From an optimization exercise on the open Yosys and OpenROAD flow, aimed at small area and a short achievable clock period; shortcuts taken in it are not production practice.
Where RTL was checked, it was by simulation tests only, not by an equivalence proof against the original.

## FIR_transposed
module FIR_transposed(clk, reset, noisy_signal, filtered_real);
Size in the first run: roughly 4900 cells after synthesis, ~880 flip-flops, about 34 I/O pins, roughly 71000 sq um of cells after synthesis.
export LEC_CHECK = 0
export ABC_CLOCK_PERIOD_IN_PS = 2000
export CAP_MARGIN = 20
export CORE_MARGIN = 2
export CORE_UTILIZATION = 40
export SETUP_SLACK_MARGIN = 5
export SLEW_MARGIN = 20
export SYNTH_HIERARCHICAL = 1
create_clock -name core_clock -period 13.0 [get_ports {clk}]
standard.sh (not shown) runs the stock make flow with config.mk's settings and CLKGATE_MAP_FILE= SYNTH_SCRIPT=/design/flow/synth_recipe.tcl, a recipe that flattens the netlist after the stock synthesis.
==> flow/flow/run.sh <==
#!/bin/bash
# Standard layout with a larger setup-repair margin.
bash standard.sh SETUP_SLACK_MARGIN=7 finish > standard.log 2>&1
Edit:
--- a/flow/design.v
+++ b/flow/design.v
@@ -24,16 +24,70 @@
 module YADD(r, u, v, y);
   input [31:0] r;
   input [31:0] u;
   input [31:0] v;
   output [15:0] y;
   wire [31:0] t = r + u + v;
   assign y = t[31:16];
 endmodule
+module YSEL(r, x, y);
+  input [31:0] r;
+  input [15:0] x;
+  output [15:0] y;
+  wire [15:0] d;
+  XOR2M u_d0 (.a(x[0]), .b(1'b1), .y(d[0]));
+  genvar i;
+  generate
+    for (i = 1; i < 16; i = i + 1) begin : g_d
+      XOR2M u_d (.a(x[i]), .b(x[i-1]), .y(d[i]));
+    end
+  endgenerate
+  wire [15:0] s = r[15:0] ^ d;
+  wire [15:0] xm1 = {x[14:0], 1'b1};
+  wire [15:0] c = (r[15:0] & ~x) | (r[15:0] & ~xm1) | (~x & ~xm1);
+  wire [15:0] A = s;
+  wire [15:0] B = {c[14:0], 1'b0};
+  wire [15:0] g0 = A & B;
+  wire [15:0] p0 = A | B;
+  wire [7:0] g1, p1;
+  wire [3:0] g2, p2;
+  wire [1:0] g3, p3;
+  generate
+    for (i = 0; i < 8; i = i + 1) begin : l1
+      assign g1[i] = g0[2*i+1] | (p0[2*i+1] & g0[2*i]);
+      assign p1[i] = p0[2*i+1] & p0[2*i];
+    end
+    for (i = 0; i < 4; i = i + 1) begin : l2
+      assign g2[i] = g1[2*i+1] | (p1[2*i+1] & g1[2*i]);
+      assign p2[i] = p1[2*i+1] & p1[2*i];
+    end
+    for (i = 0; i < 2; i = i + 1) begin : l3
+      assign g3[i] = g2[2*i+1] | (p2[2*i+1] & g2[2*i]);
+      assign p3[i] = p2[2*i+1] & p2[2*i];
+    end
+  endgenerate
+  wire b = g3[1] | (p3[1] & g3[0]);
+  wire a = c[15];
+  wire e = ~x[15];
+  wire [15:0] rh = r[31:16];
+  wire [15:0] qm2 = rh - 16'd2;
+  wire [15:0] qm1 = rh - 16'd1;
+  wire [15:0] qp1 = rh + 16'd1;
+  wire [15:0] qp2 = rh + 16'd2;
+  wire [15:0] t0 = e ? (a ? qm1 : qm2) : (a ? qp1 : rh);
+  wire [15:0] t1 = e ? (a ? rh : qm1) : (a ? qp2 : qp1);
+  assign y = b ? t1 : t0;
+endmodule
+module XOR2M(a, b, y);
+  input a;
+  input b;
+  output y;
+  assign y = a ^ b;
+endmodule
 module INV(a, y);
   input a;
   output y;
   assign y = ~a;
 endmodule
 module FIR_transposed(clk, reset, noisy_signal, filtered_real);
   input clk;
   input reset;
@@ -4999,13 +5053,12 @@
     T1b <= T1b_d;
     Sa <= Sa_d;
     Sb <= Sb_d;
   end
   wire [31:0] sa = {1'b0, Sa[30], ~Sa[29], ~Sa[28], ~Sa[27], ~Sa[26], ~Sa[25], Sa[24], Sa[23], Sa[22], Sa[21], ~Sa[20], ~Sa[19], ~Sa[18], ~Sa[17], Sa[16], Sa[15], ~Sa[14], Sa[13], Sa[12], Sa[11], Sa[10], Sa[9], Sa[8], Sa[7], Sa[6], Sa[5], ~Sa[4], Sa[3], Sa[2], Sa[1], Sa[0]};
   wire [31:0] sb = {1'b0, ~Sb[30], 1'b0, 1'b0, 1'b0, 1'b0, 1'b0, 1'b0, Sb[23], Sb[22], ~Sb[21], 1'b0, ~Sb[19], ~Sb[18], Sb[17], 1'b0, ~Sb[15], Sb[14], 1'b0, 1'b0, 1'b0, ~Sb[10], Sb[9], Sb[8], Sb[7], 1'b0, 1'b0, Sb[4], Sb[3], 1'b0, Sb[1], 1'b0};
   wire [31:0] r;
   RADD u_radd (.a(sa), .b(sb), .r(r));
-  wire [31:0] xn = ~{{16{x[15]}}, x};
   wire [15:0] y;
-  YADD u_yadd (.r(r), .u(xn), .v({xn[30:0], 1'b0}), .y(y));
+  YSEL u_ysel (.r(r), .x(x), .y(y));
   assign filtered_real = y;
 endmodule
After rerunning: Worst setup slack degrades by 230 ps; clock-buffer cell count came out lower by 8; hold slack is about the same; sequential share of layout area came out higher by 0.47 points; register-to-register slack degrades by 80 ps; routed wire length came out lower slightly; synthesized area hardly moves; sequential cell count is unchanged; final cell count came out lower slightly; utilization came out lower by 1.0 points; maximum frequency came out lower by a few percent.
No functional check of the RTL was part of any run of this note.


run M:
Starting RTL as in the previous note.
clock: 13.0 ns
lec_check: 0
abc_clock_period_in_ps: 2000
cap_margin: 20
core_margin: 2
core_utilization: 40
setup_slack_margin: 5
slew_margin: 20
synth_hierarchical: 1
run.sh (not shown) runs the stock make flow with config.mk's settings and CLKGATE_MAP_FILE= SYNTH_SCRIPT=/design/flow/synth_recipe.tcl, a recipe that flattens the netlist after the stock synthesis.
Stock flow here: none of the scripts above is used.
Run M finished every step from synthesis to the final layout, and the layout passed the timing, DRC and antenna checks.
Here is what was changed in the inputs of run F compared with run M.
--- a/flow/design.v
+++ b/flow/design.v
@@ -20,24 +20,78 @@
   input [31:0] b;
   output [31:0] r;
   assign r = a + b + 32'h9fe03134;
 endmodule
 module YADD(r, u, v, y);
   input [31:0] r;
   input [31:0] u;
   input [31:0] v;
   output [15:0] y;
   wire [31:0] t = r + u + v;
   assign y = t[31:16];
 endmodule
+module YSEL(r, x, y);
+  input [31:0] r;
+  input [15:0] x;
+  output [15:0] y;
+  wire [15:0] d;
+  XOR2M u_d0 (.a(x[0]), .b(1'b1), .y(d[0]));
+  genvar i;
+  generate
+    for (i = 1; i < 16; i = i + 1) begin : g_d
+      XOR2M u_d (.a(x[i]), .b(x[i-1]), .y(d[i]));
+    end
+  endgenerate
+  wire [15:0] s = r[15:0] ^ d;
+  wire [15:0] xm1 = {x[14:0], 1'b1};
+  wire [15:0] c = (r[15:0] & ~x) | (r[15:0] & ~xm1) | (~x & ~xm1);
+  wire [15:0] A = s;
+  wire [15:0] B = {c[14:0], 1'b0};
+  wire [15:0] g0 = A & B;
+  wire [15:0] p0 = A | B;
+  wire [7:0] g1, p1;
+  wire [3:0] g2, p2;
+  wire [1:0] g3, p3;
+  generate
+    for (i = 0; i < 8; i = i + 1) begin : l1
+      assign g1[i] = g0[2*i+1] | (p0[2*i+1] & g0[2*i]);
+      assign p1[i] = p0[2*i+1] & p0[2*i];
+    end
+    for (i = 0; i < 4; i = i + 1) begin : l2
+      assign g2[i] = g1[2*i+1] | (p1[2*i+1] & g1[2*i]);
+      assign p2[i] = p1[2*i+1] & p1[2*i];
+    end
+    for (i = 0; i < 2; i = i + 1) begin : l3
+      assign g3[i] = g2[2*i+1] | (p2[2*i+1] & g2[2*i]);
+      assign p3[i] = p2[2*i+1] & p2[2*i];
+    end
+  endgenerate
+  wire b = g3[1] | (p3[1] & g3[0]);
+  wire a = c[15];
+  wire e = ~x[15];
+  wire [15:0] rh = r[31:16];
+  wire [15:0] qm2 = rh - 16'd2;
+  wire [15:0] qm1 = rh - 16'd1;
+  wire [15:0] qp1 = rh + 16'd1;
+  wire [15:0] qp2 = rh + 16'd2;
+  wire [15:0] t0 = e ? (a ? qm1 : qm2) : (a ? qp1 : rh);
+  wire [15:0] t1 = e ? (a ? rh : qm1) : (a ? qp2 : qp1);
+  assign y = b ? t1 : t0;
+endmodule
+module XOR2M(a, b, y);
+  input a;
+  input b;
+  output y;
+  assign y = a ^ b;
+endmodule
 module INV(a, y);
   input a;
   output y;
   assign y = ~a;
 endmodule
 module FIR_transposed(clk, reset, noisy_signal, filtered_real);
   input clk;
   input reset;
   input signed [15:0] noisy_signal;
   output signed [15:0] filtered_real;
   wire [15:0] x = noisy_signal;
   wire x15n = ~x[15];
@@ -4995,17 +5049,16 @@
     h47 <= h47_d;
     h48 <= h48_d;
     h49 <= h49_d;
     T1a <= T1a_d;
     T1b <= T1b_d;
     Sa <= Sa_d;
     Sb <= Sb_d;
   end
   wire [31:0] sa = {1'b0, Sa[30], ~Sa[29], ~Sa[28], ~Sa[27], ~Sa[26], ~Sa[25], Sa[24], Sa[23], Sa[22], Sa[21], ~Sa[20], ~Sa[19], ~Sa[18], ~Sa[17], Sa[16], Sa[15], ~Sa[14], Sa[13], Sa[12], Sa[11], Sa[10], Sa[9], Sa[8], Sa[7], Sa[6], Sa[5], ~Sa[4], Sa[3], Sa[2], Sa[1], Sa[0]};
   wire [31:0] sb = {1'b0, ~Sb[30], 1'b0, 1'b0, 1'b0, 1'b0, 1'b0, 1'b0, Sb[23], Sb[22], ~Sb[21], 1'b0, ~Sb[19], ~Sb[18], Sb[17], 1'b0, ~Sb[15], Sb[14], 1'b0, 1'b0, 1'b0, ~Sb[10], Sb[9], Sb[8], Sb[7], 1'b0, 1'b0, Sb[4], Sb[3], 1'b0, Sb[1], 1'b0};
   wire [31:0] r;
   RADD u_radd (.a(sa), .b(sb), .r(r));
-  wire [31:0] xn = ~{{16{x[15]}}, x};
   wire [15:0] y;
-  YADD u_yadd (.r(r), .u(xn), .v({xn[30:0], 1'b0}), .y(y));
+  YSEL u_ysel (.r(r), .x(x), .y(y));
   assign filtered_real = y;
 endmodule
==> comparison <==
Synthesized cell count went up slightly going from run M to run F. Per the comparison of run F with run M, wire length of the first global-routing pass went up 23000 um; via count increased 1181. ~same horizontal extent of the die in run F and run M. Sort run F and run M by fraction of the mapped netlist area in adder cells asc -> top: run F. First-iteration DRC count, run F and run M: smaller value in run M. Going from run M to run F, endpoint arrival time on the critical path higher; routed wire length up about 8%. Taking run M as the reference, in run F initial antenna violation count now sits higher, total CTS buffers picked up an extra about 1%, overall die area ~0 delta.
No functional check of the RTL was part of any run of this note.


Another version of the RTL of FIR_transposed (not shown whole).
Size in the first run: about 34 I/O pins.
export LEC_CHECK = 0
export ABC_CLOCK_PERIOD_IN_PS = 2000
export CAP_MARGIN = 20
export CORE_MARGIN = 2
export CORE_UTILIZATION = 65
export CTS_CLUSTER_DIAMETER = 100
export CTS_CLUSTER_SIZE = 22
export SETUP_SLACK_MARGIN = 5
export SLEW_MARGIN = 20
export SYNTH_HIERARCHICAL = 1
create_clock -name core_clock -period 13.0 [get_ports {clk}]
standard.sh (not shown) runs the stock make flow with config.mk's settings and CLKGATE_MAP_FILE= SYNTH_SCRIPT=/design/flow/synth_recipe.tcl, a recipe that flattens the netlist after the stock synthesis.
==> flow/flow/run.sh <==
#!/bin/bash
# Standard layout with a larger setup-repair margin.
bash standard.sh SETUP_SLACK_MARGIN=6.0 finish > standard.log 2>&1
Edit:
--- a/flow/design.v
+++ b/flow/design.v
@@ -193,44 +193,18 @@
   output [15:0] np2;
   output [15:0] nm1;
   output [15:0] nm2;
   assign n0 = ~rh;
   assign np1 = ~(rh + 16'd1);
   assign np2 = ~(rh + 16'd2);
   assign nm1 = ~(rh - 16'd1);
   assign nm2 = ~(rh - 16'd2);
 endmodule
-module QCANDR(rh, n0, np1, np2, nm1, nm2);
-  input [15:0] rh;
-  output [15:0] n0;
-  output [15:0] np1;
-  output [15:0] np2;
-  output [15:0] nm1;
-  output [15:0] nm2;
-  wire [15:0] a;    
-  wire [15:0] z;    
-  assign a[0] = 1'b1;
-  assign z[0] = 1'b1;
-  assign a[1] = 1'b1;
-  assign z[1] = 1'b1;
-  genvar i;
-  generate
-    for (i = 2; i < 16; i = i + 1) begin : g_chain
-      assign a[i] = a[i-1] & rh[i-1];
-      assign z[i] = z[i-1] & ~rh[i-1];
-    end
-  endgenerate
-  assign n0 = ~rh;
-  assign np1 = ~(rh ^ {a[15:1] & {15{rh[0]}}, 1'b1});
-  assign np2 = ~(rh ^ {a[15:1], 1'b0});
-  assign nm1 = ~(rh ^ {z[15:1] & {15{~rh[0]}}, 1'b1});
-  assign nm2 = ~(rh ^ {z[15:1], 1'b0});
-endmodule
 module QCAND(rh, qp1, qp2, qm1, qm2);
   input [15:0] rh;
   output [15:0] qp1;
   output [15:0] qp2;
   output [15:0] qm1;
   output [15:0] qm2;
   assign qp1 = rh + 16'd1;
   assign qp2 = rh + 16'd2;
   assign qm1 = rh - 16'd1;
@@ -6118,19 +6092,19 @@
   G_OAI21 u_yq133 (.a1(yq132), .a2(yq130), .b1(yq131), .y(yq133));
   wire yq134;
   G_OAI21 u_yq134 (.a1(yq132), .a2(yq130), .b1(yq131), .y(yq134));
   wire yq135;
   G_OAI21 u_yq135 (.a1(yq132), .a2(yq130), .b1(yq131), .y(yq135));
   wire yq136;
   G_OAI21 u_yq136 (.a1(yq132), .a2(yq130), .b1(yq131), .y(yq136));
   wire [15:0] rh = r[31:16];
   wire [15:0] n0, np1, np2, nm1, nm2;
-  QCANDR u_qc (.rh(rh), .n0(n0), .np1(np1), .np2(np2), .nm1(nm1), .nm2(nm2));
+  QCANDN u_qc (.rh(rh), .n0(n0), .np1(np1), .np2(np2), .nm1(nm1), .nm2(nm2));
   wire yq137;
   G_MUX2I u_yq137 (.a0(nm2[0]), .a1(n0[0]), .s(x[15]), .y(yq137));
   wire yq138;
   G_MUX2I u_yq138 (.a0(nm1[0]), .a1(np1[0]), .s(x[15]), .y(yq138));
   wire yq139;
   G_MUX2I u_yq139 (.a0(n0[0]), .a1(np2[0]), .s(x[15]), .y(yq139));
   wire yq140;
   G_MUX2I u_yq140 (.a0(yq138), .a1(yq137), .s(yq77), .y(yq140));
   wire yq141;
The new run finished clean.
Global-route usage is higher by 0.41 points.
Final area is lower by about 0.4%.
Via count is higher by 0.66%.
Synthesized cell count is higher by 0.99%.
Synthesized area is higher by 0.40%.
Die area is higher by about 0.4%.
Only the layout flow was run in the first run of this note; the RTL was not checked for function there.

## afterwards: timing with drivers on the ports
In the flow no input, the clock included, has a driving cell. The finished layouts below were timed again as built, in two steps.
Step 1: set_driving_cell puts a clkbuf_16 on clk and a buf_2 on each other input, an assumption about the parent block.
Step 2, shift: input delay + t, output delay - t, t = (earliest + latest rising clock arrival at the registers) / 2. This alone moves slack from input paths to output paths.
a / b / c = ideal / step 1 / step 2; a / b = the first two.
run | t (ns) | setup WS [ns] | pins driven straight from the clock port
the first run of note 1 | 0.781 | 5.102 / 5.035 / 5.035 | 1
the second run of note 1 | 0.797 | 4.877 / 4.821 / 4.821 | 1
run M | 0.786 | 5.053 / 4.983 / 4.983 | 1
run F | 0.799 | 4.988 / 4.940 / 4.940 | 1
the first run of note 3 | 0.770 | 5.970 / 5.920 / 5.560 | 1
the second run of note 3 | 0.740 | 6.007 / 5.959 / 5.551 | 1
After both steps setup and hold are still met in every run listed. For the second run of note 3, which loses most, drivers alone change the setup slack by -0.048 ns; drivers and shift together by -0.456 ns.
